This is an optimization exercise on Yosys and OpenROAD, whose aim is small area and a short achievable clock period, not a production implementation. The RTL was checked by simulation tests, not by an equivalence proof against the original design.

==> flow/design.v (outline; a module is shown in full before it is edited, if it fits) <==
// module calc_fa: 10 lines
// module calc_ha: 9 lines
// module mp_alu: 812 lines
module mp_alu(
    input sys_clk,
    input sys_rst,
    input issue,
    input[2:0] tag3,
    input[2:0] func3,
    input[6:0] flag7,
    input[3:0] shift,
    input[15:0] data_in1,
    input[15:0] data_in2,
    input fwd_en1,
    input fwd_en2,
    input[15:0] fwd_data1,
    input[15:0] fwd_data2,
    output wb,
    output wb32,
    output[31:0] wb_data
);
  // ...
==> flow/run.sh <==
#!/bin/bash
# synth_recipe.tcl (not shown) runs the flow's synth.tcl, then flattens the netlist and writes it again
# the make line also repeats each setting of config.mk as NAME=value (left out here)
make -C /OpenROAD-flow-scripts/flow DESIGN_CONFIG=/design/flow/config.mk WORK_HOME=/design/flow/orfs CLKGATE_MAP_FILE= SYNTH_SCRIPT=/design/flow/synth_recipe.tcl finish
==> flow/config.mk <==
export PLATFORM = sky130hd
export DESIGN_NAME = mp_alu
export DESIGN_NICKNAME = mp_alu
export VERILOG_FILES = /design/flow/design.v
export SDC_FILE = /design/flow/constraint.sdc
export NUM_CORES = 4
export LEC_CHECK = 0
export ABC_AREA = 1
export CAP_MARGIN = 20
export CORE_MARGIN = 2
export CORE_UTILIZATION = 40
export SLEW_MARGIN = 20
export SYNTH_HIERARCHICAL = 1
==> flow/constraint.sdc <==
create_clock -name core_clock -period 16.0 [get_ports {sys_clk}]
set_input_delay 3.2000 -clock core_clock [delete_from_list [all_inputs] [get_ports {sys_clk}]]
set_output_delay 3.2000 -clock core_clock [all_outputs]
set_load 0.01 [all_outputs]
==> impl_metrics.env, run 1 <==
export IMPL_grt_busiest_layer="met2"
export IMPL_met2_usage_pct=45.9
export IMPL_post_route_period_util_pct=93.2
export IMPL_port_buffers=116
export IMPL_drt_wl_total_um=53100
export IMPL_critPathBufInv=6
export IMPL_cts_resized=0
export IMPL_final_cell_count_no_fill=2477
export IMPL_vias=14412
export IMPL_rows=67
export IMPL_top_layer_used="met4"
export IMPL_hold_path_class="input port to asynchronous set/reset pin"
export IMPL_synth_main_ff_cell="dfxtp_1"
export IMPL_inverters=216
export IMPL_worst_slack_ns=1.09
export IMPL_status="complete, no violations"
export IMPL_period_needed_ns=14.91
export IMPL_crit_path_start="fwd_en1"
export IMPL_synthSimpleGateAreaFrac_pct=23.2
export IMPL_grt_pass1_vias=13867
export IMPL_gr_usage_met1_pct=40.7
export IMPL_final_cell_mix="nand2_1, inv_1, xor2_1"
export IMPL_seq_cells=43
export IMPL_area_growth_pct=14.6
export IMPL_critPathCapture="wb_data[15]"
export IMPL_netlist_area_leader_share_pct=17.2
export IMPL_synth_edf_count=0
export IMPL_dominant_cell_class="multi-input combinational cells"
==> run 2, diff against run 1 <==
==> flow/design.v (replaced) <==
module calc_fa(
    input a,
    input b,
    input c,
    output s,
    output co
);
assign s = a ^ b ^ c;
assign co = (a & b) | (a & c) | (b & c);
endmodule
module calc_ha(
    input a,
    input b,
    output s,
    output co
);
assign s = a ^ b;
assign co = a & b;
endmodule
module mp_alu(
    input sys_clk,
    input sys_rst,
    input issue,
    input[2:0] tag3,
    input[2:0] func3,
    input[6:0] flag7,
    input[3:0] shift,
    input[15:0] data_in1,
    input[15:0] data_in2,
    input fwd_en1,
    input fwd_en2,
    input[15:0] fwd_data1,
    input[15:0] fwd_data2,
    output wb,
    output wb32,
    output[31:0] wb_data
);
reg         alu_issue;
reg[2:0]    alu_tag3;
reg[2:0]    alu_func3;
reg[3:0]    alu_cmd;
reg[15:0]   alu_data_in1;
reg[15:0]   alu_data_in2;
always @(posedge sys_clk or posedge sys_rst)
begin
    if(sys_rst) alu_issue <= 0;
    else alu_issue <= issue;
end
always @(posedge sys_clk)
begin
    alu_tag3     <= tag3;
    alu_func3    <= func3;
    alu_cmd      <= func3 == 3'b101 ? flag7[3:0] : shift;
    alu_data_in1 <= data_in1;
    alu_data_in2 <= data_in2;
end
wire[15:0] A = fwd_en1 ? fwd_data1 : alu_data_in1;
wire[15:0] B = fwd_en2 ? fwd_data2 : alu_data_in2;
wire[2:0]  MODE = alu_tag3;
wire[3:0]  S = alu_cmd;
wire u_ar = alu_func3 == 3'b000;
wire u_sh = alu_func3 == 3'b010;
wire u_lu = alu_func3 == 3'b001;
wire u_bm = alu_func3 == 3'b101;
wire u_mu = alu_func3 == 3'b011;
wire bm_bfi  = u_bm && MODE == 3'b000;
wire bm_bfx  = u_bm && MODE == 3'b010;
wire bm_cmp  = u_bm && MODE == 3'b011;
wire bm_pack = u_bm && MODE == 3'b111;
wire bm_rev  = u_bm && MODE == 3'b001;
wire bm_clz  = u_bm && MODE == 3'b101;
wire bm_tbe  = u_bm && MODE == 3'b110;
wire ar_add  = u_ar && MODE == 3'b000;
wire ar_sub  = u_ar && MODE == 3'b011;
wire ar_slt  = u_ar && MODE == 3'b100;
wire ar_sltu = u_ar && MODE == 3'b110;
wire ar_mov  = u_ar && MODE[2] && MODE[0];
integer t;
wire       bf   = bm_bfi | bm_bfx;
wire[4:0]  kb   = bm_bfx ? B[3:0] + B[11:8] : {1'b0, B[11:8]};
wire       sext = A[kb[3:0]] & B[12];
reg[15:0]  bf_hi;
always @(*)
    for(t = 0; t < 16; t = t + 1) bf_hi[t] = t > kb[3:0];
wire[15:0] bf_m = (bf && !kb[4]) ? bf_hi : 16'h0;
wire[15:0] X    = (A & ~bf_m) | ({16{sext}} & bf_m);
wire[1:0]  kind = (u_ar | u_sh) ? MODE[2:1] : {1'b0, bm_bfx};
wire[3:0]  K    = (u_ar | (u_sh & MODE[0]) | bm_pack) ? S : bm_cmp ? 4'd0 : B[3:0];
wire       left = kind == 2'b00;
wire[15:0] X1   = left ? {X[0], X[15:1]} : X;
wire[3:0]  r    = left ? ~K : K;
wire[15:0] r0   = r[0] ? {X1[0],    X1[15:1]} : X1;
wire[15:0] r1   = r[1] ? {r0[1:0],  r0[15:2]} : r0;
wire[15:0] r2   = r[2] ? {r1[3:0],  r1[15:4]} : r1;
wire[15:0] rot  = r[3] ? {r2[7:0],  r2[15:8]} : r2;
reg[15:0]  tk, tk_rev;
always @(*)
    for(t = 0; t < 16; t = t + 1) begin
        tk[t] = t < K;
        tk_rev[t] = (15 - t) < K;
    end
wire[15:0] sh_m = left ? tk : (kind != 2'b11) ? tk_rev : 16'h0;
wire[15:0] sh_f = left ? ({16{bm_pack}} & B) : {16{(kind == 2'b10) & X[15]}};
wire[15:0] Sh   = (rot & ~sh_m) | (sh_f & sh_m);
wire       sub  = ar_sub | ar_slt | ar_sltu | bm_cmp;
wire       addb = ar_add | (u_sh & MODE[0]);
wire[15:0] Bop  = sub ? ~B : addb ? B : 16'h0;
wire[15:0] ShM  = u_mu ? 16'h0 : Sh;
wire[15:0] Sum  = mp[15:0];    
wire       sgn  = ar_slt | (bm_cmp & !S[0]);
wire       lt   = (Sh[15] ^ B[15]) ? (sgn ? Sh[15] : B[15]) : Sum[15];
reg[3:0] tt;
always @(*)
    case(MODE)
    3'b000:   tt = 4'b1110;
    3'b100:  tt = 4'b1000;
    3'b010:  tt = 4'b0110;
    3'b001:  tt = 4'b1101;
    3'b101: tt = 4'b0100;
    3'b011: tt = 4'b1001;
    default:   tt = 4'b0000;
    endcase
reg[15:0] lg;
always @(*)
    for(t = 0; t < 16; t = t + 1)
        lg[t] = A[t] ? (B[t] ? tt[3] : tt[2]) : (B[t] ? tt[1] : tt[0]);
reg[4:0] clz;
always @(*)
begin
    clz = 5'd16;
    for(t = 0; t < 16; t = t + 1)
        if(A[t]) clz = 15 - t;
end
reg[15:0] rev;
always @(*)
    for(t = 0; t < 16; t = t + 1) rev[t] = A[15 - t];
wire[15:0] tbe = {{8{A[15:8] != B[15:8]}}, {8{A[7:0] != B[7:0]}}};
wire[15:0] mx  = u_mu ? A : 16'h0;
wire       mxu = u_mu & MODE[1] & A[15];    
wire[16:0] my = {!MODE[0] & B[15], B};
wire m_neg0 = mx[1] & ~(mx[0] & 1'b0);
wire m_one0 = mx[0] ^ 1'b0;
wire m_two0 = (mx[1] & ~mx[0] & ~1'b0) | (~mx[1] & mx[0] & 1'b0);
wire m_neg1 = mx[3] & ~(mx[2] & mx[1]);
wire m_one1 = mx[2] ^ mx[1];
wire m_two1 = (mx[3] & ~mx[2] & ~mx[1]) | (~mx[3] & mx[2] & mx[1]);
wire m_neg2 = mx[5] & ~(mx[4] & mx[3]);
wire m_one2 = mx[4] ^ mx[3];
wire m_two2 = (mx[5] & ~mx[4] & ~mx[3]) | (~mx[5] & mx[4] & mx[3]);
wire m_neg3 = mx[7] & ~(mx[6] & mx[5]);
wire m_one3 = mx[6] ^ mx[5];
wire m_two3 = (mx[7] & ~mx[6] & ~mx[5]) | (~mx[7] & mx[6] & mx[5]);
wire m_neg4 = mx[9] & ~(mx[8] & mx[7]);
wire m_one4 = mx[8] ^ mx[7];
wire m_two4 = (mx[9] & ~mx[8] & ~mx[7]) | (~mx[9] & mx[8] & mx[7]);
wire m_neg5 = mx[11] & ~(mx[10] & mx[9]);
wire m_one5 = mx[10] ^ mx[9];
wire m_two5 = (mx[11] & ~mx[10] & ~mx[9]) | (~mx[11] & mx[10] & mx[9]);
wire m_neg6 = mx[13] & ~(mx[12] & mx[11]);
wire m_one6 = mx[12] ^ mx[11];
wire m_two6 = (mx[13] & ~mx[12] & ~mx[11]) | (~mx[13] & mx[12] & mx[11]);
wire m_neg7 = mx[15] & ~(mx[14] & mx[13]);
wire m_one7 = mx[14] ^ mx[13];
wire m_two7 = (mx[15] & ~mx[14] & ~mx[13]) | (~mx[15] & mx[14] & mx[13]);
wire m_pp0_0 = ((m_one0 & my[0]) | (m_two0 & 1'b0)) ^ m_neg0;
wire m_pp0_1 = ((m_one0 & my[1]) | (m_two0 & my[0])) ^ m_neg0;
wire m_pp0_2 = ((m_one0 & my[2]) | (m_two0 & my[1])) ^ m_neg0;
wire m_pp0_3 = ((m_one0 & my[3]) | (m_two0 & my[2])) ^ m_neg0;
wire m_pp0_4 = ((m_one0 & my[4]) | (m_two0 & my[3])) ^ m_neg0;
wire m_pp0_5 = ((m_one0 & my[5]) | (m_two0 & my[4])) ^ m_neg0;
wire m_pp0_6 = ((m_one0 & my[6]) | (m_two0 & my[5])) ^ m_neg0;
wire m_pp0_7 = ((m_one0 & my[7]) | (m_two0 & my[6])) ^ m_neg0;
wire m_pp0_8 = ((m_one0 & my[8]) | (m_two0 & my[7])) ^ m_neg0;
wire m_pp0_9 = ((m_one0 & my[9]) | (m_two0 & my[8])) ^ m_neg0;
wire m_pp0_10 = ((m_one0 & my[10]) | (m_two0 & my[9])) ^ m_neg0;
wire m_pp0_11 = ((m_one0 & my[11]) | (m_two0 & my[10])) ^ m_neg0;
wire m_pp0_12 = ((m_one0 & my[12]) | (m_two0 & my[11])) ^ m_neg0;
wire m_pp0_13 = ((m_one0 & my[13]) | (m_two0 & my[12])) ^ m_neg0;
wire m_pp0_14 = ((m_one0 & my[14]) | (m_two0 & my[13])) ^ m_neg0;
wire m_pp0_15 = ((m_one0 & my[15]) | (m_two0 & my[14])) ^ m_neg0;
wire m_pp0_16 = ((m_one0 & my[16]) | (m_two0 & my[15])) ^ m_neg0;
wire m_pp0_17 = ((m_one0 & my[16]) | (m_two0 & my[16])) ^ m_neg0;
wire m_pp1_0 = ((m_one1 & my[0]) | (m_two1 & 1'b0)) ^ m_neg1;
wire m_pp1_1 = ((m_one1 & my[1]) | (m_two1 & my[0])) ^ m_neg1;
wire m_pp1_2 = ((m_one1 & my[2]) | (m_two1 & my[1])) ^ m_neg1;
wire m_pp1_3 = ((m_one1 & my[3]) | (m_two1 & my[2])) ^ m_neg1;
wire m_pp1_4 = ((m_one1 & my[4]) | (m_two1 & my[3])) ^ m_neg1;
wire m_pp1_5 = ((m_one1 & my[5]) | (m_two1 & my[4])) ^ m_neg1;
wire m_pp1_6 = ((m_one1 & my[6]) | (m_two1 & my[5])) ^ m_neg1;
wire m_pp1_7 = ((m_one1 & my[7]) | (m_two1 & my[6])) ^ m_neg1;
wire m_pp1_8 = ((m_one1 & my[8]) | (m_two1 & my[7])) ^ m_neg1;
wire m_pp1_9 = ((m_one1 & my[9]) | (m_two1 & my[8])) ^ m_neg1;
wire m_pp1_10 = ((m_one1 & my[10]) | (m_two1 & my[9])) ^ m_neg1;
wire m_pp1_11 = ((m_one1 & my[11]) | (m_two1 & my[10])) ^ m_neg1;
wire m_pp1_12 = ((m_one1 & my[12]) | (m_two1 & my[11])) ^ m_neg1;
wire m_pp1_13 = ((m_one1 & my[13]) | (m_two1 & my[12])) ^ m_neg1;
wire m_pp1_14 = ((m_one1 & my[14]) | (m_two1 & my[13])) ^ m_neg1;
wire m_pp1_15 = ((m_one1 & my[15]) | (m_two1 & my[14])) ^ m_neg1;
wire m_pp1_16 = ((m_one1 & my[16]) | (m_two1 & my[15])) ^ m_neg1;
wire m_pp1_17 = ((m_one1 & my[16]) | (m_two1 & my[16])) ^ m_neg1;
wire m_pp2_0 = ((m_one2 & my[0]) | (m_two2 & 1'b0)) ^ m_neg2;
wire m_pp2_1 = ((m_one2 & my[1]) | (m_two2 & my[0])) ^ m_neg2;
wire m_pp2_2 = ((m_one2 & my[2]) | (m_two2 & my[1])) ^ m_neg2;
wire m_pp2_3 = ((m_one2 & my[3]) | (m_two2 & my[2])) ^ m_neg2;
wire m_pp2_4 = ((m_one2 & my[4]) | (m_two2 & my[3])) ^ m_neg2;
wire m_pp2_5 = ((m_one2 & my[5]) | (m_two2 & my[4])) ^ m_neg2;
wire m_pp2_6 = ((m_one2 & my[6]) | (m_two2 & my[5])) ^ m_neg2;
wire m_pp2_7 = ((m_one2 & my[7]) | (m_two2 & my[6])) ^ m_neg2;
wire m_pp2_8 = ((m_one2 & my[8]) | (m_two2 & my[7])) ^ m_neg2;
wire m_pp2_9 = ((m_one2 & my[9]) | (m_two2 & my[8])) ^ m_neg2;
wire m_pp2_10 = ((m_one2 & my[10]) | (m_two2 & my[9])) ^ m_neg2;
wire m_pp2_11 = ((m_one2 & my[11]) | (m_two2 & my[10])) ^ m_neg2;
wire m_pp2_12 = ((m_one2 & my[12]) | (m_two2 & my[11])) ^ m_neg2;
wire m_pp2_13 = ((m_one2 & my[13]) | (m_two2 & my[12])) ^ m_neg2;
wire m_pp2_14 = ((m_one2 & my[14]) | (m_two2 & my[13])) ^ m_neg2;
wire m_pp2_15 = ((m_one2 & my[15]) | (m_two2 & my[14])) ^ m_neg2;
wire m_pp2_16 = ((m_one2 & my[16]) | (m_two2 & my[15])) ^ m_neg2;
wire m_pp2_17 = ((m_one2 & my[16]) | (m_two2 & my[16])) ^ m_neg2;
wire m_pp3_0 = ((m_one3 & my[0]) | (m_two3 & 1'b0)) ^ m_neg3;
wire m_pp3_1 = ((m_one3 & my[1]) | (m_two3 & my[0])) ^ m_neg3;
wire m_pp3_2 = ((m_one3 & my[2]) | (m_two3 & my[1])) ^ m_neg3;
wire m_pp3_3 = ((m_one3 & my[3]) | (m_two3 & my[2])) ^ m_neg3;
wire m_pp3_4 = ((m_one3 & my[4]) | (m_two3 & my[3])) ^ m_neg3;
wire m_pp3_5 = ((m_one3 & my[5]) | (m_two3 & my[4])) ^ m_neg3;
wire m_pp3_6 = ((m_one3 & my[6]) | (m_two3 & my[5])) ^ m_neg3;
wire m_pp3_7 = ((m_one3 & my[7]) | (m_two3 & my[6])) ^ m_neg3;
wire m_pp3_8 = ((m_one3 & my[8]) | (m_two3 & my[7])) ^ m_neg3;
wire m_pp3_9 = ((m_one3 & my[9]) | (m_two3 & my[8])) ^ m_neg3;
wire m_pp3_10 = ((m_one3 & my[10]) | (m_two3 & my[9])) ^ m_neg3;
wire m_pp3_11 = ((m_one3 & my[11]) | (m_two3 & my[10])) ^ m_neg3;
wire m_pp3_12 = ((m_one3 & my[12]) | (m_two3 & my[11])) ^ m_neg3;
wire m_pp3_13 = ((m_one3 & my[13]) | (m_two3 & my[12])) ^ m_neg3;
wire m_pp3_14 = ((m_one3 & my[14]) | (m_two3 & my[13])) ^ m_neg3;
wire m_pp3_15 = ((m_one3 & my[15]) | (m_two3 & my[14])) ^ m_neg3;
wire m_pp3_16 = ((m_one3 & my[16]) | (m_two3 & my[15])) ^ m_neg3;
wire m_pp3_17 = ((m_one3 & my[16]) | (m_two3 & my[16])) ^ m_neg3;
wire m_pp4_0 = ((m_one4 & my[0]) | (m_two4 & 1'b0)) ^ m_neg4;
wire m_pp4_1 = ((m_one4 & my[1]) | (m_two4 & my[0])) ^ m_neg4;
wire m_pp4_2 = ((m_one4 & my[2]) | (m_two4 & my[1])) ^ m_neg4;
wire m_pp4_3 = ((m_one4 & my[3]) | (m_two4 & my[2])) ^ m_neg4;
wire m_pp4_4 = ((m_one4 & my[4]) | (m_two4 & my[3])) ^ m_neg4;
wire m_pp4_5 = ((m_one4 & my[5]) | (m_two4 & my[4])) ^ m_neg4;
wire m_pp4_6 = ((m_one4 & my[6]) | (m_two4 & my[5])) ^ m_neg4;
wire m_pp4_7 = ((m_one4 & my[7]) | (m_two4 & my[6])) ^ m_neg4;
wire m_pp4_8 = ((m_one4 & my[8]) | (m_two4 & my[7])) ^ m_neg4;
wire m_pp4_9 = ((m_one4 & my[9]) | (m_two4 & my[8])) ^ m_neg4;
wire m_pp4_10 = ((m_one4 & my[10]) | (m_two4 & my[9])) ^ m_neg4;
wire m_pp4_11 = ((m_one4 & my[11]) | (m_two4 & my[10])) ^ m_neg4;
wire m_pp4_12 = ((m_one4 & my[12]) | (m_two4 & my[11])) ^ m_neg4;
wire m_pp4_13 = ((m_one4 & my[13]) | (m_two4 & my[12])) ^ m_neg4;
wire m_pp4_14 = ((m_one4 & my[14]) | (m_two4 & my[13])) ^ m_neg4;
wire m_pp4_15 = ((m_one4 & my[15]) | (m_two4 & my[14])) ^ m_neg4;
wire m_pp4_16 = ((m_one4 & my[16]) | (m_two4 & my[15])) ^ m_neg4;
wire m_pp4_17 = ((m_one4 & my[16]) | (m_two4 & my[16])) ^ m_neg4;
wire m_pp5_0 = ((m_one5 & my[0]) | (m_two5 & 1'b0)) ^ m_neg5;
wire m_pp5_1 = ((m_one5 & my[1]) | (m_two5 & my[0])) ^ m_neg5;
wire m_pp5_2 = ((m_one5 & my[2]) | (m_two5 & my[1])) ^ m_neg5;
wire m_pp5_3 = ((m_one5 & my[3]) | (m_two5 & my[2])) ^ m_neg5;
wire m_pp5_4 = ((m_one5 & my[4]) | (m_two5 & my[3])) ^ m_neg5;
wire m_pp5_5 = ((m_one5 & my[5]) | (m_two5 & my[4])) ^ m_neg5;
wire m_pp5_6 = ((m_one5 & my[6]) | (m_two5 & my[5])) ^ m_neg5;
wire m_pp5_7 = ((m_one5 & my[7]) | (m_two5 & my[6])) ^ m_neg5;
wire m_pp5_8 = ((m_one5 & my[8]) | (m_two5 & my[7])) ^ m_neg5;
wire m_pp5_9 = ((m_one5 & my[9]) | (m_two5 & my[8])) ^ m_neg5;
wire m_pp5_10 = ((m_one5 & my[10]) | (m_two5 & my[9])) ^ m_neg5;
wire m_pp5_11 = ((m_one5 & my[11]) | (m_two5 & my[10])) ^ m_neg5;
wire m_pp5_12 = ((m_one5 & my[12]) | (m_two5 & my[11])) ^ m_neg5;
wire m_pp5_13 = ((m_one5 & my[13]) | (m_two5 & my[12])) ^ m_neg5;
wire m_pp5_14 = ((m_one5 & my[14]) | (m_two5 & my[13])) ^ m_neg5;
wire m_pp5_15 = ((m_one5 & my[15]) | (m_two5 & my[14])) ^ m_neg5;
wire m_pp5_16 = ((m_one5 & my[16]) | (m_two5 & my[15])) ^ m_neg5;
wire m_pp5_17 = ((m_one5 & my[16]) | (m_two5 & my[16])) ^ m_neg5;
wire m_pp6_0 = ((m_one6 & my[0]) | (m_two6 & 1'b0)) ^ m_neg6;
wire m_pp6_1 = ((m_one6 & my[1]) | (m_two6 & my[0])) ^ m_neg6;
wire m_pp6_2 = ((m_one6 & my[2]) | (m_two6 & my[1])) ^ m_neg6;
wire m_pp6_3 = ((m_one6 & my[3]) | (m_two6 & my[2])) ^ m_neg6;
wire m_pp6_4 = ((m_one6 & my[4]) | (m_two6 & my[3])) ^ m_neg6;
wire m_pp6_5 = ((m_one6 & my[5]) | (m_two6 & my[4])) ^ m_neg6;
wire m_pp6_6 = ((m_one6 & my[6]) | (m_two6 & my[5])) ^ m_neg6;
wire m_pp6_7 = ((m_one6 & my[7]) | (m_two6 & my[6])) ^ m_neg6;
wire m_pp6_8 = ((m_one6 & my[8]) | (m_two6 & my[7])) ^ m_neg6;
wire m_pp6_9 = ((m_one6 & my[9]) | (m_two6 & my[8])) ^ m_neg6;
wire m_pp6_10 = ((m_one6 & my[10]) | (m_two6 & my[9])) ^ m_neg6;
wire m_pp6_11 = ((m_one6 & my[11]) | (m_two6 & my[10])) ^ m_neg6;
wire m_pp6_12 = ((m_one6 & my[12]) | (m_two6 & my[11])) ^ m_neg6;
wire m_pp6_13 = ((m_one6 & my[13]) | (m_two6 & my[12])) ^ m_neg6;
wire m_pp6_14 = ((m_one6 & my[14]) | (m_two6 & my[13])) ^ m_neg6;
wire m_pp6_15 = ((m_one6 & my[15]) | (m_two6 & my[14])) ^ m_neg6;
wire m_pp6_16 = ((m_one6 & my[16]) | (m_two6 & my[15])) ^ m_neg6;
wire m_pp6_17 = ((m_one6 & my[16]) | (m_two6 & my[16])) ^ m_neg6;
wire m_pp7_0 = ((m_one7 & my[0]) | (m_two7 & 1'b0)) ^ m_neg7;
wire m_pp7_1 = ((m_one7 & my[1]) | (m_two7 & my[0])) ^ m_neg7;
wire m_pp7_2 = ((m_one7 & my[2]) | (m_two7 & my[1])) ^ m_neg7;
wire m_pp7_3 = ((m_one7 & my[3]) | (m_two7 & my[2])) ^ m_neg7;
wire m_pp7_4 = ((m_one7 & my[4]) | (m_two7 & my[3])) ^ m_neg7;
wire m_pp7_5 = ((m_one7 & my[5]) | (m_two7 & my[4])) ^ m_neg7;
wire m_pp7_6 = ((m_one7 & my[6]) | (m_two7 & my[5])) ^ m_neg7;
wire m_pp7_7 = ((m_one7 & my[7]) | (m_two7 & my[6])) ^ m_neg7;
wire m_pp7_8 = ((m_one7 & my[8]) | (m_two7 & my[7])) ^ m_neg7;
wire m_pp7_9 = ((m_one7 & my[9]) | (m_two7 & my[8])) ^ m_neg7;
wire m_pp7_10 = ((m_one7 & my[10]) | (m_two7 & my[9])) ^ m_neg7;
wire m_pp7_11 = ((m_one7 & my[11]) | (m_two7 & my[10])) ^ m_neg7;
wire m_pp7_12 = ((m_one7 & my[12]) | (m_two7 & my[11])) ^ m_neg7;
wire m_pp7_13 = ((m_one7 & my[13]) | (m_two7 & my[12])) ^ m_neg7;
wire m_pp7_14 = ((m_one7 & my[14]) | (m_two7 & my[13])) ^ m_neg7;
wire m_pp7_15 = ((m_one7 & my[15]) | (m_two7 & my[14])) ^ m_neg7;
wire m_pp7_16 = ((m_one7 & my[16]) | (m_two7 & my[15])) ^ m_neg7;
wire m_pp7_17 = ((m_one7 & my[16]) | (m_two7 & my[16])) ^ m_neg7;
wire m_px_16 = my[0] & mxu;
wire m_px_17 = my[1] & mxu;
wire m_px_18 = my[2] & mxu;
wire m_px_19 = my[3] & mxu;
wire m_px_20 = my[4] & mxu;
wire m_px_21 = my[5] & mxu;
wire m_px_22 = my[6] & mxu;
wire m_px_23 = my[7] & mxu;
wire m_px_24 = my[8] & mxu;
wire m_px_25 = my[9] & mxu;
wire m_px_26 = my[10] & mxu;
wire m_px_27 = my[11] & mxu;
wire m_px_28 = my[12] & mxu;
wire m_px_29 = my[13] & mxu;
wire m_px_30 = my[14] & mxu;
wire m_px_31 = my[15] & mxu;
wire m_k1 = ~m_px_17;
wire m_k2 = ~m_px_17;
wire m_k3 = ~m_px_20;
wire m_k4 = ~m_px_22;
wire m_k5 = ~m_px_24;
wire m_k6 = ~m_px_26;
wire m_k7 = ~m_px_28;
wire m_k8 = ~m_px_30;
wire m_s9, m_c10;
calc_ha m_s9_ha(.a(m_pp0_10), .b(m_pp1_8), .s(m_s9), .co(m_c10));
wire m_s11, m_c12;
calc_ha m_s11_ha(.a(m_pp0_11), .b(m_pp1_9), .s(m_s11), .co(m_c12));
wire m_s13, m_c14;
calc_fa m_s13_fa(.a(m_pp0_12), .b(m_pp1_10), .c(m_pp2_8), .s(m_s13), .co(m_c14));
wire m_s15, m_c16;
calc_ha m_s15_ha(.a(m_pp3_6), .b(m_pp4_4), .s(m_s15), .co(m_c16));
wire m_s17, m_c18;
calc_fa m_s17_fa(.a(m_pp0_13), .b(m_pp1_11), .c(m_pp2_9), .s(m_s17), .co(m_c18));
wire m_s19, m_c20;
calc_ha m_s19_ha(.a(m_pp3_7), .b(m_pp4_5), .s(m_s19), .co(m_c20));
wire m_s21, m_c22;
calc_fa m_s21_fa(.a(m_pp0_14), .b(m_pp1_12), .c(m_pp2_10), .s(m_s21), .co(m_c22));
wire m_s23, m_c24;
calc_fa m_s23_fa(.a(m_pp3_8), .b(m_pp4_6), .c(m_pp5_4), .s(m_s23), .co(m_c24));
wire m_s25, m_c26;
calc_ha m_s25_ha(.a(m_pp6_2), .b(m_pp7_0), .s(m_s25), .co(m_c26));
wire m_s27, m_c28;
calc_fa m_s27_fa(.a(m_pp0_15), .b(m_pp1_13), .c(m_pp2_11), .s(m_s27), .co(m_c28));
wire m_s29, m_c30;
calc_fa m_s29_fa(.a(m_pp3_9), .b(m_pp4_7), .c(m_pp5_5), .s(m_s29), .co(m_c30));
wire m_s31, m_c32;
calc_ha m_s31_ha(.a(m_pp6_3), .b(m_pp7_1), .s(m_s31), .co(m_c32));
wire m_s33, m_c34;
calc_fa m_s33_fa(.a(m_pp0_16), .b(m_pp1_14), .c(m_pp2_12), .s(m_s33), .co(m_c34));
wire m_s35, m_c36;
calc_fa m_s35_fa(.a(m_pp3_10), .b(m_pp4_8), .c(m_pp5_6), .s(m_s35), .co(m_c36));
wire m_s37, m_c38;
calc_fa m_s37_fa(.a(m_pp6_4), .b(m_pp7_2), .c(m_px_16), .s(m_s37), .co(m_c38));
wire m_s39, m_c40;
calc_fa m_s39_fa(.a(~m_pp0_17), .b(m_pp1_15), .c(m_pp2_13), .s(m_s39), .co(m_c40));
wire m_s41, m_c42;
calc_fa m_s41_fa(.a(m_pp3_11), .b(m_pp4_9), .c(m_pp5_7), .s(m_s41), .co(m_c42));
wire m_s43, m_c44;
calc_fa m_s43_fa(.a(m_pp6_5), .b(m_pp7_3), .c(m_k1), .s(m_s43), .co(m_c44));
wire m_s45, m_c46;
calc_fa m_s45_fa(.a(m_pp1_16), .b(m_pp2_14), .c(m_pp3_12), .s(m_s45), .co(m_c46));
wire m_s47, m_c48;
calc_fa m_s47_fa(.a(m_pp4_10), .b(m_pp5_8), .c(m_pp6_6), .s(m_s47), .co(m_c48));
wire m_s49, m_c50;
calc_fa m_s49_fa(.a(m_pp7_4), .b(m_px_18), .c(m_k2), .s(m_s49), .co(m_c50));
wire m_s51, m_c52;
calc_fa m_s51_fa(.a(~m_pp1_17), .b(m_pp2_15), .c(m_pp3_13), .s(m_s51), .co(m_c52));
wire m_s53, m_c54;
calc_fa m_s53_fa(.a(m_pp4_11), .b(m_pp5_9), .c(m_pp6_7), .s(m_s53), .co(m_c54));
wire m_s55, m_c56;
calc_fa m_s55_fa(.a(m_pp7_5), .b(m_px_19), .c(m_px_17), .s(m_s55), .co(m_c56));
wire m_s57, m_c58;
calc_fa m_s57_fa(.a(m_pp2_16), .b(m_pp3_14), .c(m_pp4_12), .s(m_s57), .co(m_c58));
wire m_s59, m_c60;
calc_fa m_s59_fa(.a(m_pp5_10), .b(m_pp6_8), .c(m_pp7_6), .s(m_s59), .co(m_c60));
wire m_s61, m_c62;
calc_fa m_s61_fa(.a(~m_pp2_17), .b(m_pp3_15), .c(m_pp4_13), .s(m_s61), .co(m_c62));
wire m_s63, m_c64;
calc_fa m_s63_fa(.a(m_pp5_11), .b(m_pp6_9), .c(m_pp7_7), .s(m_s63), .co(m_c64));
wire m_s65, m_c66;
calc_fa m_s65_fa(.a(m_pp3_16), .b(m_pp4_14), .c(m_pp5_12), .s(m_s65), .co(m_c66));
wire m_s67, m_c68;
calc_fa m_s67_fa(.a(~m_pp3_17), .b(m_pp4_15), .c(m_pp5_13), .s(m_s67), .co(m_c68));
wire m_s69, m_c70;
calc_ha m_s69_ha(.a(m_pp0_6), .b(m_pp1_4), .s(m_s69), .co(m_c70));
wire m_s71, m_c72;
calc_ha m_s71_ha(.a(m_pp0_7), .b(m_pp1_5), .s(m_s71), .co(m_c72));
wire m_s73, m_c74;
calc_fa m_s73_fa(.a(m_pp0_8), .b(m_pp1_6), .c(m_pp2_4), .s(m_s73), .co(m_c74));
wire m_s75, m_c76;
calc_ha m_s75_ha(.a(m_pp3_2), .b(m_pp4_0), .s(m_s75), .co(m_c76));
wire m_s77, m_c78;
calc_fa m_s77_fa(.a(m_pp0_9), .b(m_pp1_7), .c(m_pp2_5), .s(m_s77), .co(m_c78));
wire m_s79, m_c80;
calc_ha m_s79_ha(.a(m_pp3_3), .b(m_pp4_1), .s(m_s79), .co(m_c80));
wire m_s81, m_c82;
calc_fa m_s81_fa(.a(m_s9), .b(m_pp2_6), .c(m_pp3_4), .s(m_s81), .co(m_c82));
wire m_s83, m_c84;
calc_fa m_s83_fa(.a(m_pp4_2), .b(m_pp5_0), .c(m_neg5), .s(m_s83), .co(m_c84));
wire m_s85, m_c86;
calc_fa m_s85_fa(.a(m_s11), .b(m_pp2_7), .c(m_pp3_5), .s(m_s85), .co(m_c86));
wire m_s87, m_c88;
calc_fa m_s87_fa(.a(m_pp4_3), .b(m_pp5_1), .c(m_c10), .s(m_s87), .co(m_c88));
wire m_s89, m_c90;
calc_fa m_s89_fa(.a(m_s13), .b(m_s15), .c(m_pp5_2), .s(m_s89), .co(m_c90));
wire m_s91, m_c92;
calc_fa m_s91_fa(.a(m_pp6_0), .b(m_neg6), .c(m_c12), .s(m_s91), .co(m_c92));
wire m_s93, m_c94;
calc_fa m_s93_fa(.a(m_s17), .b(m_s19), .c(m_pp5_3), .s(m_s93), .co(m_c94));
wire m_s95, m_c96;
calc_fa m_s95_fa(.a(m_pp6_1), .b(m_c14), .c(m_c16), .s(m_s95), .co(m_c96));
wire m_s97, m_c98;
calc_fa m_s97_fa(.a(m_s21), .b(m_s23), .c(m_s25), .s(m_s97), .co(m_c98));
wire m_s99, m_c100;
calc_fa m_s99_fa(.a(m_neg7), .b(m_c18), .c(m_c20), .s(m_s99), .co(m_c100));
wire m_s101, m_c102;
calc_fa m_s101_fa(.a(m_s27), .b(m_s29), .c(m_s31), .s(m_s101), .co(m_c102));
wire m_s103, m_c104;
calc_fa m_s103_fa(.a(m_c22), .b(m_c24), .c(m_c26), .s(m_s103), .co(m_c104));
wire m_s105, m_c106;
calc_fa m_s105_fa(.a(m_s33), .b(m_s35), .c(m_s37), .s(m_s105), .co(m_c106));
wire m_s107, m_c108;
calc_fa m_s107_fa(.a(m_c28), .b(m_c30), .c(m_c32), .s(m_s107), .co(m_c108));
wire m_s109, m_c110;
calc_fa m_s109_fa(.a(m_s39), .b(m_s41), .c(m_s43), .s(m_s109), .co(m_c110));
wire m_s111, m_c112;
calc_fa m_s111_fa(.a(m_c34), .b(m_c36), .c(m_c38), .s(m_s111), .co(m_c112));
wire m_s113, m_c114;
calc_fa m_s113_fa(.a(m_s45), .b(m_s47), .c(m_s49), .s(m_s113), .co(m_c114));
wire m_s115, m_c116;
calc_fa m_s115_fa(.a(m_c40), .b(m_c42), .c(m_c44), .s(m_s115), .co(m_c116));
wire m_s117, m_c118;
calc_fa m_s117_fa(.a(m_s51), .b(m_s53), .c(m_s55), .s(m_s117), .co(m_c118));
wire m_s119, m_c120;
calc_fa m_s119_fa(.a(m_c46), .b(m_c48), .c(m_c50), .s(m_s119), .co(m_c120));
wire m_s121, m_c122;
calc_fa m_s121_fa(.a(m_s57), .b(m_s59), .c(m_k3), .s(m_s121), .co(m_c122));
wire m_s123, m_c124;
calc_fa m_s123_fa(.a(m_c52), .b(m_c54), .c(m_c56), .s(m_s123), .co(m_c124));
wire m_s125, m_c126;
calc_fa m_s125_fa(.a(m_s61), .b(m_s63), .c(m_px_21), .s(m_s125), .co(m_c126));
wire m_s127, m_c128;
calc_fa m_s127_fa(.a(m_px_20), .b(m_c58), .c(m_c60), .s(m_s127), .co(m_c128));
wire m_s129, m_c130;
calc_fa m_s129_fa(.a(m_s65), .b(m_pp6_10), .c(m_pp7_8), .s(m_s129), .co(m_c130));
wire m_s131, m_c132;
calc_fa m_s131_fa(.a(m_k4), .b(m_c62), .c(m_c64), .s(m_s131), .co(m_c132));
wire m_s133, m_c134;
calc_fa m_s133_fa(.a(m_s67), .b(m_pp6_11), .c(m_pp7_9), .s(m_s133), .co(m_c134));
wire m_s135, m_c136;
calc_fa m_s135_fa(.a(m_px_23), .b(m_px_22), .c(m_c66), .s(m_s135), .co(m_c136));
wire m_s137, m_c138;
calc_fa m_s137_fa(.a(m_pp4_16), .b(m_pp5_14), .c(m_pp6_12), .s(m_s137), .co(m_c138));
wire m_s139, m_c140;
calc_fa m_s139_fa(.a(m_pp7_10), .b(m_k5), .c(m_c68), .s(m_s139), .co(m_c140));
wire m_s141, m_c142;
calc_fa m_s141_fa(.a(~m_pp4_17), .b(m_pp5_15), .c(m_pp6_13), .s(m_s141), .co(m_c142));
wire m_s143, m_c144;
calc_fa m_s143_fa(.a(m_pp7_11), .b(m_px_25), .c(m_px_24), .s(m_s143), .co(m_c144));
wire m_s145, m_c146;
calc_fa m_s145_fa(.a(m_pp5_16), .b(m_pp6_14), .c(m_pp7_12), .s(m_s145), .co(m_c146));
wire m_s147, m_c148;
calc_fa m_s147_fa(.a(~m_pp5_17), .b(m_pp6_15), .c(m_pp7_13), .s(m_s147), .co(m_c148));
wire m_s149, m_c150;
calc_ha m_s149_ha(.a(m_pp0_4), .b(m_pp1_2), .s(m_s149), .co(m_c150));
wire m_s151, m_c152;
calc_ha m_s151_ha(.a(m_pp0_5), .b(m_pp1_3), .s(m_s151), .co(m_c152));
wire m_s153, m_c154;
calc_fa m_s153_fa(.a(m_s69), .b(m_pp2_2), .c(m_pp3_0), .s(m_s153), .co(m_c154));
wire m_s155, m_c156;
calc_fa m_s155_fa(.a(m_s71), .b(m_pp2_3), .c(m_pp3_1), .s(m_s155), .co(m_c156));
wire m_s157, m_c158;
calc_fa m_s157_fa(.a(m_s73), .b(m_s75), .c(m_neg4), .s(m_s157), .co(m_c158));
wire m_s159, m_c160;
calc_fa m_s159_fa(.a(m_s77), .b(m_s79), .c(m_c74), .s(m_s159), .co(m_c160));
wire m_s161, m_c162;
calc_fa m_s161_fa(.a(m_s81), .b(m_s83), .c(m_c78), .s(m_s161), .co(m_c162));
wire m_s163, m_c164;
calc_fa m_s163_fa(.a(m_s85), .b(m_s87), .c(m_c82), .s(m_s163), .co(m_c164));
wire m_s165, m_c166;
calc_fa m_s165_fa(.a(m_s89), .b(m_s91), .c(m_c86), .s(m_s165), .co(m_c166));
wire m_s167, m_c168;
calc_fa m_s167_fa(.a(m_s93), .b(m_s95), .c(m_c90), .s(m_s167), .co(m_c168));
wire m_s169, m_c170;
calc_fa m_s169_fa(.a(m_s97), .b(m_s99), .c(m_c94), .s(m_s169), .co(m_c170));
wire m_s171, m_c172;
calc_fa m_s171_fa(.a(m_s101), .b(m_s103), .c(m_c98), .s(m_s171), .co(m_c172));
wire m_s173, m_c174;
calc_fa m_s173_fa(.a(m_s105), .b(m_s107), .c(m_c102), .s(m_s173), .co(m_c174));
wire m_s175, m_c176;
calc_fa m_s175_fa(.a(m_s109), .b(m_s111), .c(m_c106), .s(m_s175), .co(m_c176));
wire m_s177, m_c178;
calc_fa m_s177_fa(.a(m_s113), .b(m_s115), .c(m_c110), .s(m_s177), .co(m_c178));
wire m_s179, m_c180;
calc_fa m_s179_fa(.a(m_s117), .b(m_s119), .c(m_c114), .s(m_s179), .co(m_c180));
wire m_s181, m_c182;
calc_fa m_s181_fa(.a(m_s121), .b(m_s123), .c(m_c118), .s(m_s181), .co(m_c182));
wire m_s183, m_c184;
calc_fa m_s183_fa(.a(m_s125), .b(m_s127), .c(m_c122), .s(m_s183), .co(m_c184));
wire m_s185, m_c186;
calc_fa m_s185_fa(.a(m_s129), .b(m_s131), .c(m_c126), .s(m_s185), .co(m_c186));
wire m_s187, m_c188;
calc_fa m_s187_fa(.a(m_s133), .b(m_s135), .c(m_c130), .s(m_s187), .co(m_c188));
wire m_s189, m_c190;
calc_fa m_s189_fa(.a(m_s137), .b(m_s139), .c(m_c134), .s(m_s189), .co(m_c190));
wire m_s191, m_c192;
calc_fa m_s191_fa(.a(m_s141), .b(m_s143), .c(m_c138), .s(m_s191), .co(m_c192));
wire m_s193, m_c194;
calc_fa m_s193_fa(.a(m_s145), .b(m_k6), .c(m_c142), .s(m_s193), .co(m_c194));
wire m_s195, m_c196;
calc_fa m_s195_fa(.a(m_s147), .b(m_px_27), .c(m_px_26), .s(m_s195), .co(m_c196));
wire m_s197, m_c198;
calc_fa m_s197_fa(.a(m_pp6_16), .b(m_pp7_14), .c(m_k7), .s(m_s197), .co(m_c198));
wire m_s199, m_c200;
calc_fa m_s199_fa(.a(~m_pp6_17), .b(m_pp7_15), .c(m_px_29), .s(m_s199), .co(m_c200));
wire m_s201, m_c202;
calc_ha m_s201_ha(.a(m_pp0_2), .b(m_pp1_0), .s(m_s201), .co(m_c202));
wire m_s203, m_c204;
calc_ha m_s203_ha(.a(m_pp0_3), .b(m_pp1_1), .s(m_s203), .co(m_c204));
wire m_s205, m_c206;
calc_fa m_s205_fa(.a(m_s149), .b(m_pp2_0), .c(m_neg2), .s(m_s205), .co(m_c206));
wire m_s207, m_c208;
calc_fa m_s207_fa(.a(m_s151), .b(m_pp2_1), .c(m_c150), .s(m_s207), .co(m_c208));
wire m_s209, m_c210;
calc_fa m_s209_fa(.a(m_s153), .b(m_neg3), .c(m_c152), .s(m_s209), .co(m_c210));
wire m_s211, m_c212;
calc_fa m_s211_fa(.a(m_s155), .b(m_c70), .c(m_c154), .s(m_s211), .co(m_c212));
wire m_s213, m_c214;
calc_fa m_s213_fa(.a(m_s157), .b(m_c72), .c(m_c156), .s(m_s213), .co(m_c214));
wire m_s215, m_c216;
calc_fa m_s215_fa(.a(m_s159), .b(m_c76), .c(m_c158), .s(m_s215), .co(m_c216));
wire m_s217, m_c218;
calc_fa m_s217_fa(.a(m_s161), .b(m_c80), .c(m_c160), .s(m_s217), .co(m_c218));
wire m_s219, m_c220;
calc_fa m_s219_fa(.a(m_s163), .b(m_c84), .c(m_c162), .s(m_s219), .co(m_c220));
wire m_s221, m_c222;
calc_fa m_s221_fa(.a(m_s165), .b(m_c88), .c(m_c164), .s(m_s221), .co(m_c222));
wire m_s223, m_c224;
calc_fa m_s223_fa(.a(m_s167), .b(m_c92), .c(m_c166), .s(m_s223), .co(m_c224));
wire m_s225, m_c226;
calc_fa m_s225_fa(.a(m_s169), .b(m_c96), .c(m_c168), .s(m_s225), .co(m_c226));
wire m_s227, m_c228;
calc_fa m_s227_fa(.a(m_s171), .b(m_c100), .c(m_c170), .s(m_s227), .co(m_c228));
wire m_s229, m_c230;
calc_fa m_s229_fa(.a(m_s173), .b(m_c104), .c(m_c172), .s(m_s229), .co(m_c230));
wire m_s231, m_c232;
calc_fa m_s231_fa(.a(m_s175), .b(m_c108), .c(m_c174), .s(m_s231), .co(m_c232));
wire m_s233, m_c234;
calc_fa m_s233_fa(.a(m_s177), .b(m_c112), .c(m_c176), .s(m_s233), .co(m_c234));
wire m_s235, m_c236;
calc_fa m_s235_fa(.a(m_s179), .b(m_c116), .c(m_c178), .s(m_s235), .co(m_c236));
wire m_s237, m_c238;
calc_fa m_s237_fa(.a(m_s181), .b(m_c120), .c(m_c180), .s(m_s237), .co(m_c238));
wire m_s239, m_c240;
calc_fa m_s239_fa(.a(m_s183), .b(m_c124), .c(m_c182), .s(m_s239), .co(m_c240));
wire m_s241, m_c242;
calc_fa m_s241_fa(.a(m_s185), .b(m_c128), .c(m_c184), .s(m_s241), .co(m_c242));
wire m_s243, m_c244;
calc_fa m_s243_fa(.a(m_s187), .b(m_c132), .c(m_c186), .s(m_s243), .co(m_c244));
wire m_s245, m_c246;
calc_fa m_s245_fa(.a(m_s189), .b(m_c136), .c(m_c188), .s(m_s245), .co(m_c246));
wire m_s247, m_c248;
calc_fa m_s247_fa(.a(m_s191), .b(m_c140), .c(m_c190), .s(m_s247), .co(m_c248));
wire m_s249, m_c250;
calc_fa m_s249_fa(.a(m_s193), .b(m_c144), .c(m_c192), .s(m_s249), .co(m_c250));
wire m_s251, m_c252;
calc_fa m_s251_fa(.a(m_s195), .b(m_c146), .c(m_c194), .s(m_s251), .co(m_c252));
wire m_s253, m_c254;
calc_fa m_s253_fa(.a(m_s197), .b(m_c148), .c(m_c196), .s(m_s253), .co(m_c254));
wire m_s255, m_c256;
calc_fa m_s255_fa(.a(m_s199), .b(m_px_28), .c(m_c198), .s(m_s255), .co(m_c256));
wire m_s257, m_c258;
calc_fa m_s257_fa(.a(m_pp7_16), .b(m_k8), .c(m_c200), .s(m_s257), .co(m_c258));
wire m_s259, m_c260;
calc_fa m_s259_fa(.a(~m_pp7_17), .b(m_px_31), .c(m_px_30), .s(m_s259), .co(m_c260));
wire[31:0] m_ut = {m_s259, m_s257, m_s255, m_s253, m_s251, m_s249, m_s247, m_s245, m_s243, m_s241, m_s239, m_s237, m_s235, m_s233, m_s231, m_s229, m_s227, m_s225, m_s223, m_s221, m_s219, m_s217, m_s215, m_s213, m_s211, m_s209, m_s207, m_s205, m_s203, m_s201, m_pp0_1, m_pp0_0};
wire[31:0] m_vt = {m_c258, m_c256, m_c254, m_c252, m_c250, m_c248, m_c246, m_c244, m_c242, m_c240, m_c238, m_c236, m_c234, m_c232, m_c230, m_c228, m_c226, m_c224, m_c222, m_c220, m_c218, m_c216, m_c214, m_c212, m_c210, m_c208, m_c206, m_c204, m_c202, m_neg1, 1'b0, m_neg0};
wire[31:0] m_u = {m_ut[31:16], m_ut[15:0] | ShM};
wire[31:0] m_v = {m_vt[31:16], m_vt[15:0] | Bop};
wire[31:0] m_g0 = m_u & m_v;
wire[31:0] m_p0 = m_u ^ m_v;
wire m_g0c = m_g0[0] | (m_p0[0] & sub);
wire m_pg261_g = m_g0[1] | (m_p0[1] & m_g0c);
wire m_pg261_p = m_p0[1] & m_p0[0];
wire m_pg262_g = m_g0[3] | (m_p0[3] & m_g0[2]);
wire m_pg262_p = m_p0[3] & m_p0[2];
wire m_pg263_g = m_g0[5] | (m_p0[5] & m_g0[4]);
wire m_pg263_p = m_p0[5] & m_p0[4];
wire m_pg264_g = m_g0[7] | (m_p0[7] & m_g0[6]);
wire m_pg264_p = m_p0[7] & m_p0[6];
wire m_pg265_g = m_g0[9] | (m_p0[9] & m_g0[8]);
wire m_pg265_p = m_p0[9] & m_p0[8];
wire m_pg266_g = m_g0[11] | (m_p0[11] & m_g0[10]);
wire m_pg266_p = m_p0[11] & m_p0[10];
wire m_pg267_g = m_g0[13] | (m_p0[13] & m_g0[12]);
wire m_pg267_p = m_p0[13] & m_p0[12];
wire m_pg268_g = m_g0[15] | (m_p0[15] & m_g0[14]);
wire m_pg268_p = m_p0[15] & m_p0[14];
wire m_pg269_g = m_g0[17] | (m_p0[17] & m_g0[16]);
wire m_pg269_p = m_p0[17] & m_p0[16];
wire m_pg270_g = m_g0[19] | (m_p0[19] & m_g0[18]);
wire m_pg270_p = m_p0[19] & m_p0[18];
wire m_pg271_g = m_g0[21] | (m_p0[21] & m_g0[20]);
wire m_pg271_p = m_p0[21] & m_p0[20];
wire m_pg272_g = m_g0[23] | (m_p0[23] & m_g0[22]);
wire m_pg272_p = m_p0[23] & m_p0[22];
wire m_pg273_g = m_g0[25] | (m_p0[25] & m_g0[24]);
wire m_pg273_p = m_p0[25] & m_p0[24];
wire m_pg274_g = m_g0[27] | (m_p0[27] & m_g0[26]);
wire m_pg274_p = m_p0[27] & m_p0[26];
wire m_pg275_g = m_g0[29] | (m_p0[29] & m_g0[28]);
wire m_pg275_p = m_p0[29] & m_p0[28];
wire m_pg276_g = m_g0[31] | (m_p0[31] & m_g0[30]);
wire m_pg276_p = m_p0[31] & m_p0[30];
wire m_pg277_g = m_g0[2] | (m_p0[2] & m_pg261_g);
wire m_pg277_p = m_p0[2] & m_pg261_p;
wire m_pg278_g = m_pg262_g | (m_pg262_p & m_pg261_g);
wire m_pg278_p = m_pg262_p & m_pg261_p;
wire m_pg279_g = m_g0[6] | (m_p0[6] & m_pg263_g);
wire m_pg279_p = m_p0[6] & m_pg263_p;
wire m_pg280_g = m_pg264_g | (m_pg264_p & m_pg263_g);
wire m_pg280_p = m_pg264_p & m_pg263_p;
wire m_pg281_g = m_g0[10] | (m_p0[10] & m_pg265_g);
wire m_pg281_p = m_p0[10] & m_pg265_p;
wire m_pg282_g = m_pg266_g | (m_pg266_p & m_pg265_g);
wire m_pg282_p = m_pg266_p & m_pg265_p;
wire m_pg283_g = m_g0[14] | (m_p0[14] & m_pg267_g);
wire m_pg283_p = m_p0[14] & m_pg267_p;
wire m_pg284_g = m_pg268_g | (m_pg268_p & m_pg267_g);
wire m_pg284_p = m_pg268_p & m_pg267_p;
wire m_pg285_g = m_g0[18] | (m_p0[18] & m_pg269_g);
wire m_pg285_p = m_p0[18] & m_pg269_p;
wire m_pg286_g = m_pg270_g | (m_pg270_p & m_pg269_g);
wire m_pg286_p = m_pg270_p & m_pg269_p;
wire m_pg287_g = m_g0[22] | (m_p0[22] & m_pg271_g);
wire m_pg287_p = m_p0[22] & m_pg271_p;
wire m_pg288_g = m_pg272_g | (m_pg272_p & m_pg271_g);
wire m_pg288_p = m_pg272_p & m_pg271_p;
wire m_pg289_g = m_g0[26] | (m_p0[26] & m_pg273_g);
wire m_pg289_p = m_p0[26] & m_pg273_p;
wire m_pg290_g = m_pg274_g | (m_pg274_p & m_pg273_g);
wire m_pg290_p = m_pg274_p & m_pg273_p;
wire m_pg291_g = m_g0[30] | (m_p0[30] & m_pg275_g);
wire m_pg291_p = m_p0[30] & m_pg275_p;
wire m_pg292_g = m_pg276_g | (m_pg276_p & m_pg275_g);
wire m_pg292_p = m_pg276_p & m_pg275_p;
wire m_pg293_g = m_g0[4] | (m_p0[4] & m_pg278_g);
wire m_pg293_p = m_p0[4] & m_pg278_p;
wire m_pg294_g = m_pg263_g | (m_pg263_p & m_pg278_g);
wire m_pg294_p = m_pg263_p & m_pg278_p;
wire m_pg295_g = m_pg279_g | (m_pg279_p & m_pg278_g);
wire m_pg295_p = m_pg279_p & m_pg278_p;
wire m_pg296_g = m_pg280_g | (m_pg280_p & m_pg278_g);
wire m_pg296_p = m_pg280_p & m_pg278_p;
wire m_pg297_g = m_g0[12] | (m_p0[12] & m_pg282_g);
wire m_pg297_p = m_p0[12] & m_pg282_p;
wire m_pg298_g = m_pg267_g | (m_pg267_p & m_pg282_g);
wire m_pg298_p = m_pg267_p & m_pg282_p;
wire m_pg299_g = m_pg283_g | (m_pg283_p & m_pg282_g);
wire m_pg299_p = m_pg283_p & m_pg282_p;
wire m_pg300_g = m_pg284_g | (m_pg284_p & m_pg282_g);
wire m_pg300_p = m_pg284_p & m_pg282_p;
wire m_pg301_g = m_g0[20] | (m_p0[20] & m_pg286_g);
wire m_pg301_p = m_p0[20] & m_pg286_p;
wire m_pg302_g = m_pg271_g | (m_pg271_p & m_pg286_g);
wire m_pg302_p = m_pg271_p & m_pg286_p;
wire m_pg303_g = m_pg287_g | (m_pg287_p & m_pg286_g);
wire m_pg303_p = m_pg287_p & m_pg286_p;
wire m_pg304_g = m_pg288_g | (m_pg288_p & m_pg286_g);
wire m_pg304_p = m_pg288_p & m_pg286_p;
wire m_pg305_g = m_g0[28] | (m_p0[28] & m_pg290_g);
wire m_pg305_p = m_p0[28] & m_pg290_p;
wire m_pg306_g = m_pg275_g | (m_pg275_p & m_pg290_g);
wire m_pg306_p = m_pg275_p & m_pg290_p;
wire m_pg307_g = m_pg291_g | (m_pg291_p & m_pg290_g);
wire m_pg307_p = m_pg291_p & m_pg290_p;
wire m_pg308_g = m_pg292_g | (m_pg292_p & m_pg290_g);
wire m_pg308_p = m_pg292_p & m_pg290_p;
wire m_pg309_g = m_g0[8] | (m_p0[8] & m_pg296_g);
wire m_pg309_p = m_p0[8] & m_pg296_p;
wire m_pg310_g = m_pg265_g | (m_pg265_p & m_pg296_g);
wire m_pg310_p = m_pg265_p & m_pg296_p;
wire m_pg311_g = m_pg281_g | (m_pg281_p & m_pg296_g);
wire m_pg311_p = m_pg281_p & m_pg296_p;
wire m_pg312_g = m_pg282_g | (m_pg282_p & m_pg296_g);
wire m_pg312_p = m_pg282_p & m_pg296_p;
wire m_pg313_g = m_pg297_g | (m_pg297_p & m_pg296_g);
wire m_pg313_p = m_pg297_p & m_pg296_p;
wire m_pg314_g = m_pg298_g | (m_pg298_p & m_pg296_g);
wire m_pg314_p = m_pg298_p & m_pg296_p;
wire m_pg315_g = m_pg299_g | (m_pg299_p & m_pg296_g);
wire m_pg315_p = m_pg299_p & m_pg296_p;
wire m_pg316_g = m_pg300_g | (m_pg300_p & m_pg296_g);
wire m_pg316_p = m_pg300_p & m_pg296_p;
wire m_pg317_g = m_g0[24] | (m_p0[24] & m_pg304_g);
wire m_pg317_p = m_p0[24] & m_pg304_p;
wire m_pg318_g = m_pg273_g | (m_pg273_p & m_pg304_g);
wire m_pg318_p = m_pg273_p & m_pg304_p;
wire m_pg319_g = m_pg289_g | (m_pg289_p & m_pg304_g);
wire m_pg319_p = m_pg289_p & m_pg304_p;
wire m_pg320_g = m_pg290_g | (m_pg290_p & m_pg304_g);
wire m_pg320_p = m_pg290_p & m_pg304_p;
wire m_pg321_g = m_pg305_g | (m_pg305_p & m_pg304_g);
wire m_pg321_p = m_pg305_p & m_pg304_p;
wire m_pg322_g = m_pg306_g | (m_pg306_p & m_pg304_g);
wire m_pg322_p = m_pg306_p & m_pg304_p;
wire m_pg323_g = m_pg307_g | (m_pg307_p & m_pg304_g);
wire m_pg323_p = m_pg307_p & m_pg304_p;
wire m_pg324_g = m_pg308_g | (m_pg308_p & m_pg304_g);
wire m_pg324_p = m_pg308_p & m_pg304_p;
wire m_pg325_g = m_g0[16] | (m_p0[16] & m_pg316_g);
wire m_pg325_p = m_p0[16] & m_pg316_p;
wire m_pg326_g = m_pg269_g | (m_pg269_p & m_pg316_g);
wire m_pg326_p = m_pg269_p & m_pg316_p;
wire m_pg327_g = m_pg285_g | (m_pg285_p & m_pg316_g);
wire m_pg327_p = m_pg285_p & m_pg316_p;
wire m_pg328_g = m_pg286_g | (m_pg286_p & m_pg316_g);
wire m_pg328_p = m_pg286_p & m_pg316_p;
wire m_pg329_g = m_pg301_g | (m_pg301_p & m_pg316_g);
wire m_pg329_p = m_pg301_p & m_pg316_p;
wire m_pg330_g = m_pg302_g | (m_pg302_p & m_pg316_g);
wire m_pg330_p = m_pg302_p & m_pg316_p;
wire m_pg331_g = m_pg303_g | (m_pg303_p & m_pg316_g);
wire m_pg331_p = m_pg303_p & m_pg316_p;
wire m_pg332_g = m_pg304_g | (m_pg304_p & m_pg316_g);
wire m_pg332_p = m_pg304_p & m_pg316_p;
wire m_pg333_g = m_pg317_g | (m_pg317_p & m_pg316_g);
wire m_pg333_p = m_pg317_p & m_pg316_p;
wire m_pg334_g = m_pg318_g | (m_pg318_p & m_pg316_g);
wire m_pg334_p = m_pg318_p & m_pg316_p;
wire m_pg335_g = m_pg319_g | (m_pg319_p & m_pg316_g);
wire m_pg335_p = m_pg319_p & m_pg316_p;
wire m_pg336_g = m_pg320_g | (m_pg320_p & m_pg316_g);
wire m_pg336_p = m_pg320_p & m_pg316_p;
wire m_pg337_g = m_pg321_g | (m_pg321_p & m_pg316_g);
wire m_pg337_p = m_pg321_p & m_pg316_p;
wire m_pg338_g = m_pg322_g | (m_pg322_p & m_pg316_g);
wire m_pg338_p = m_pg322_p & m_pg316_p;
wire m_pg339_g = m_pg323_g | (m_pg323_p & m_pg316_g);
wire m_pg339_p = m_pg323_p & m_pg316_p;
wire m_pg340_g = m_pg324_g | (m_pg324_p & m_pg316_g);
wire m_pg340_p = m_pg324_p & m_pg316_p;
wire[31:0] mp;
assign mp[0] = m_p0[0] ^ sub;
assign mp[1] = m_p0[1] ^ m_g0c;
assign mp[2] = m_p0[2] ^ m_pg261_g;
assign mp[3] = m_p0[3] ^ m_pg277_g;
assign mp[4] = m_p0[4] ^ m_pg278_g;
assign mp[5] = m_p0[5] ^ m_pg293_g;
assign mp[6] = m_p0[6] ^ m_pg294_g;
assign mp[7] = m_p0[7] ^ m_pg295_g;
assign mp[8] = m_p0[8] ^ m_pg296_g;
assign mp[9] = m_p0[9] ^ m_pg309_g;
assign mp[10] = m_p0[10] ^ m_pg310_g;
assign mp[11] = m_p0[11] ^ m_pg311_g;
assign mp[12] = m_p0[12] ^ m_pg312_g;
assign mp[13] = m_p0[13] ^ m_pg313_g;
assign mp[14] = m_p0[14] ^ m_pg314_g;
assign mp[15] = m_p0[15] ^ m_pg315_g;
assign mp[16] = m_p0[16] ^ m_pg316_g;
assign mp[17] = m_p0[17] ^ m_pg325_g;
assign mp[18] = m_p0[18] ^ m_pg326_g;
assign mp[19] = m_p0[19] ^ m_pg327_g;
assign mp[20] = m_p0[20] ^ m_pg328_g;
assign mp[21] = m_p0[21] ^ m_pg329_g;
assign mp[22] = m_p0[22] ^ m_pg330_g;
assign mp[23] = m_p0[23] ^ m_pg331_g;
assign mp[24] = m_p0[24] ^ m_pg332_g;
assign mp[25] = m_p0[25] ^ m_pg333_g;
assign mp[26] = m_p0[26] ^ m_pg334_g;
assign mp[27] = m_p0[27] ^ m_pg335_g;
assign mp[28] = m_p0[28] ^ m_pg336_g;
assign mp[29] = m_p0[29] ^ m_pg337_g;
assign mp[30] = m_p0[30] ^ m_pg338_g;
assign mp[31] = m_p0[31] ^ m_pg339_g;
wire sel_sum = ar_add | ar_sub | u_sh | bf | bm_pack;
wire sel_lt  = ar_slt | ar_sltu;
wire sel_a   = bm_cmp & (lt ^ S[1]);
wire sel_b   = ar_mov | (bm_cmp & !(lt ^ S[1]));
wire mu_hi   = u_mu & MODE[2];
wire mu_lo   = u_mu & !MODE[2];
wire alu_zero = A == 16'h0;
wire alu_wb   = !u_ar || (
                MODE == 3'b101 ?  alu_zero : (
                MODE == 3'b111 ? !alu_zero :
                1'b1));
wire alu_wb32 = u_ar ? !MODE[2] & (MODE[1] ^ MODE[0]) : (
                u_mu ? !MODE[2] & (MODE[1] | MODE[0]) : 0);
assign wb   = alu_issue && alu_wb;
assign wb32 = alu_issue && alu_wb32;
assign wb_data[15:0] = ({16{sel_sum | mu_lo}} & mp[15:0])
                     | {15'h0, sel_lt & lt}
                     | ({16{sel_a}} & A)
                     | ({16{sel_b}} & B)
                     | ({16{u_lu}} & lg)
                     | ({16{bm_rev}} & rev)
                     | ({16{bm_clz}} & {11'h0, clz})
                     | ({16{bm_tbe}} & tbe)
                     | ({16{mu_hi}} & mp[31:16])
;
assign wb_data[31:16] = {16{mu_lo}} & mp[31:16];
endmodule
==> flow/flow/run.sh (new file) <==
#!/bin/bash

export BUFFER_PORTS_ARGS="-buffer_cell sky130_fd_sc_hd__buf_2"
bash standard.sh > standard_flow.log 2>&1
==> flow/standard.sh (new file) <==
#!/bin/bash
# synth_recipe.tcl (not shown) runs the flow's synth.tcl, then flattens the netlist and writes it again
# the make line also repeats each setting of config.mk as NAME=value (left out here)
make -C /OpenROAD-flow-scripts/flow DESIGN_CONFIG=/design/flow/config.mk WORK_HOME=/design/flow/orfs CLKGATE_MAP_FILE= SYNTH_SCRIPT=/design/flow/synth_recipe.tcl "${@:-finish}"
--- a/flow/config.mk
+++ b/flow/config.mk
@@ -4,10 +4,11 @@
 export VERILOG_FILES = /design/flow/design.v
 export SDC_FILE = /design/flow/constraint.sdc
 export NUM_CORES = 4
 export LEC_CHECK = 0
 export ABC_AREA = 1
 export CAP_MARGIN = 20
 export CORE_MARGIN = 2
 export CORE_UTILIZATION = 40
+export SETUP_SLACK_MARGIN = 1
 export SLEW_MARGIN = 20
 export SYNTH_HIERARCHICAL = 1
removed: flow/run.sh
==> run 2 against run 1 <==
  * Highest routed layer unchanged
  * Utilization down 2.1 points
  * Still clean
  * First-iteration DRC count up 14%
  * Critical endpoint is now wb_data[0]
  * Synthesized area shrank 7.5%
  * Worst hold slack lost 0.32 ns
  * Routed wire length down 4.9%
==> impl_metrics.env, run 2 <==
export IMPL_status="complete, no violations"
export IMPL_syn_avg_cell_area_um2=6.70
export IMPL_cts_max_path_buffers=2
export IMPL_path_clk_slew_ns=0.06
export IMPL_port_buffers=116
export IMPL_die_area_um2=33100
export IMPL_grt_pass1_wl_um=79100
export IMPL_crit_path_end_kind="output port"
export IMPL_drt_wl_total_um=50500
export IMPL_cts_buffers=5
export IMPL_final_area_um2=14000
export IMPL_post_synth_num_cell_types=63
export IMPL_start_util_pct=40.4
export IMPL_final_cell_mix="nand2_1, inv_1, nor2_1"
export IMPL_final_nets=2222
export IMPL_maxCapViolations=0
export IMPL_final_common_cell="nand2_1"
export IMPL_cpLargestDelayFamily="simple AND/OR/NAND/NOR gates"
export IMPL_synth_edf_count=0
export IMPL_worst_pin_slew_ns=1.14
export IMPL_antenna_found_initial=0
export IMPL_syn_num_nets=2154
export IMPL_pin_count=120
export IMPL_area_growth_pct=10.4
export IMPL_setup_viol=0
export IMPL_die_h_um=182
export IMPL_path_class="input port to output port"
export IMPL_cts_root_buffer="clkbuf_16"
export IMPL_worstPathArrival_ns=11.22
export IMPL_drive_gt1_share_pct=14.3
export IMPL_crit_required_ns=12.80
export IMPL_cts_tree="built"
export IMPL_rows=65
export IMPL_max_slew_margin_pct=24.3
export IMPL_drt_pass1_iterations=6
export IMPL_synth_main_ff_cell="dfxtp_1"
export IMPL_post_route_period_util_pct=90.1
export IMPL_dpl_hpwl_um=38100
export IMPL_fin_setup_tns_ns=0
export IMPL_syn_inst=1891
export IMPL_hold_path_class="input port to asynchronous set/reset pin"
export IMPL_rsz0062_at_grt="no"
export IMPL_grt_overflow=0
export IMPL_viasPerCell=5.95
export IMPL_drc=0
export IMPL_start_kind="input port"
export IMPL_wl_per_cell_um=21.4
export IMPL_netlist_area_leader_share_pct=18.8
export IMPL_crit_path_top_delay_cell="fa_1"
export IMPL_gp_congestion=0.971
export IMPL_async_flop_share_pct=2.33
export IMPL_yosysWarnings=7
export IMPL_grt_max_degree=40
export IMPL_fin_util_pct=44.6
export IMPL_drt_initial_drc_count=1506
export IMPL_ys_seq_area_share_pct=6.83
export IMPL_place_area_um2=13800
export IMPL_synthTopCellsByCount="nand2_1, inv_1, nor2_1"
export IMPL_max_freq_mhz=69.4
export IMPL_fillers=3348
export IMPL_synth_most_common_cell="nand2_1"
export IMPL_core_area_um2=31400
export IMPL_drv_slew=0
export IMPL_reg_top3="alu_data_in1 (16), alu_data_in2 (16), alu_cmd (4)"
export IMPL_yosysTopAreaCell="fa_1"
export IMPL_hold_viol=0
export IMPL_cts_num_sinks=43
export IMPL_critPathBufInv=9
export IMPL_period_needed_ns=14.42
export IMPL_track_usage_pct=30.6
export IMPL_synthTopCellsByArea="fa_1, xor2_1, nand2_1"
export IMPL_grt_pass1_vias=13483
export IMPL_final_antenna_net_count=0
export IMPL_worstPathMaxFanout=17
export IMPL_cp_slowest_stage_delay_ns=0.63
export IMPL_synthesis_area_um2=12700
export IMPL_die_w_um=182
export IMPL_vias=14057
export IMPL_synth_seq_cells=43
export IMPL_cts_htree_levels=2
export IMPL_crit_top_cell="nand2_1"
## run 2: changes by cell type after synthesis, sizes merged, moves of 10 or more
cell / previous run / this run
ha: 125 / 58
o21ai: 134 / 177
nand3: 177 / 143
a21oi: 73 / 104
xor2: 166 / 136
nand2: 325 / 302
o211ai: 2 / 25
nor2: 143 / 163
a221oi: 17 / 1
nand4: 8 / 18
o22ai: 132 / 122
## run 2: per-layer routing
| metal | GRT usage [%] | routed length [um] | part of all wire, % | vias up |
|---|---|---|---|---|
| li1 | - | - | - | 6525 |
| met3 | 4.79 | 4940 | 9.8 | 99 |
| met5 | 0 | 0 | 0 | - |
| met4 | 9.77 | 1640 | 3.2 | 0 |
| met2 | 47.5 | 22100 | 44 | 799 |
| met1 | 43.5 | 21900 | 43 | 6634 |
## run 2: per-stage QoR
step                instances  setup slack [ns]  hold WS [ns]
floorplan                1891              2.70          2.93
finish                   2363              1.58          2.74
CTS                      2358              1.32          2.74
detailed placement       2350              1.38          3.04
global route             2362             0.990          2.75
global placement         2350              1.39          3.04
## run 2: cell families (layout without fill, tap and decap cells)
group	after synthesis	count (layout)	share of synthesized area, %
flip-flops	43	43	6.83
other	0	1	0
AND/OR/NAND/NOR	677	677	23.5
XOR/XNOR	152	152	10.7
buffers and inverters	336	405	10.3
multiplexers	8	8	0.672
AO/OA/AOI/OAI	498	498	23.5
adder cells (fa/ha/maj)	177	177	24.5
## run 2: modules after synthesis, one instance, submodules excluded
module / copies in the design / area (um^2)
mp_alu: 1 / 10300
calc_ha: 14 / 12.5
calc_fa: 112 / 20.0
## run 2: layout make-up
cell class                 count  area [um^2]  area share (%)
inverter                     220          836            5.97
clock buffer                   6          139           0.992
tap                          402          503            3.59
clock inverter                 2         16.3           0.116
timing repair buffer         177         1050            7.53
multi-input combinational   1512        10600            75.6
antenna                        1         2.50          0.0179
sequential                    43          866            6.19
## run 2: worst paths after layout
path | from | end | cells past startpoint
max | fwd_en2 | wb_data[0] | 55
min | sys_rst | alu_issue$_DFF_PP0_ | 2
max in group asynchronous | sys_rst | alu_issue$_DFF_PP0_ | 2
min in group core_clock | data_in1[1] | alu_data_in1[1]$_DFF_P_ | 1
## run 2: what timing repair did
item	in CTS	in global routing
gates resized for setup	0	10
hold buffers	0	0
endpoints found under the setup margin	0	17
buffers inserted	0	4

==> re-timing with driven ports <==
In the flow no input, the clock included, has a driving cell. The finished layouts below were timed again as built, in two steps.
Step 1 sets driving cells, clkbuf_16 on the clock port and buf_2 on the other inputs (assumed; they add their load-dependent delay and slew).
Step 2 also shifts input and output timing later by t, the mid clock arrival at the registers, as if the neighbouring blocks saw the same clock.
Slacks: no drivers / after step 1 / after step 2; pairs: no drivers / after step 1.
run	t, ns	slack for setup (ns)	hold WS [ns]	worst setup path after step 2	slew at the worst register clock pin (ns)
run 1	0.314	1.092 / 1.068 / 1.068	3.054 / 3.072 / 3.386	input to output	0.06 / 0.06
run 2	0.326	1.584 / 1.559 / 1.559	2.736 / 2.719 / 3.045	input to output	0.07 / 0.07
After both steps every run listed still meets setup and hold. The setup slack of run 2, which loses most, moves by -0.025 ns with the drivers and by -0.025 ns with both steps.
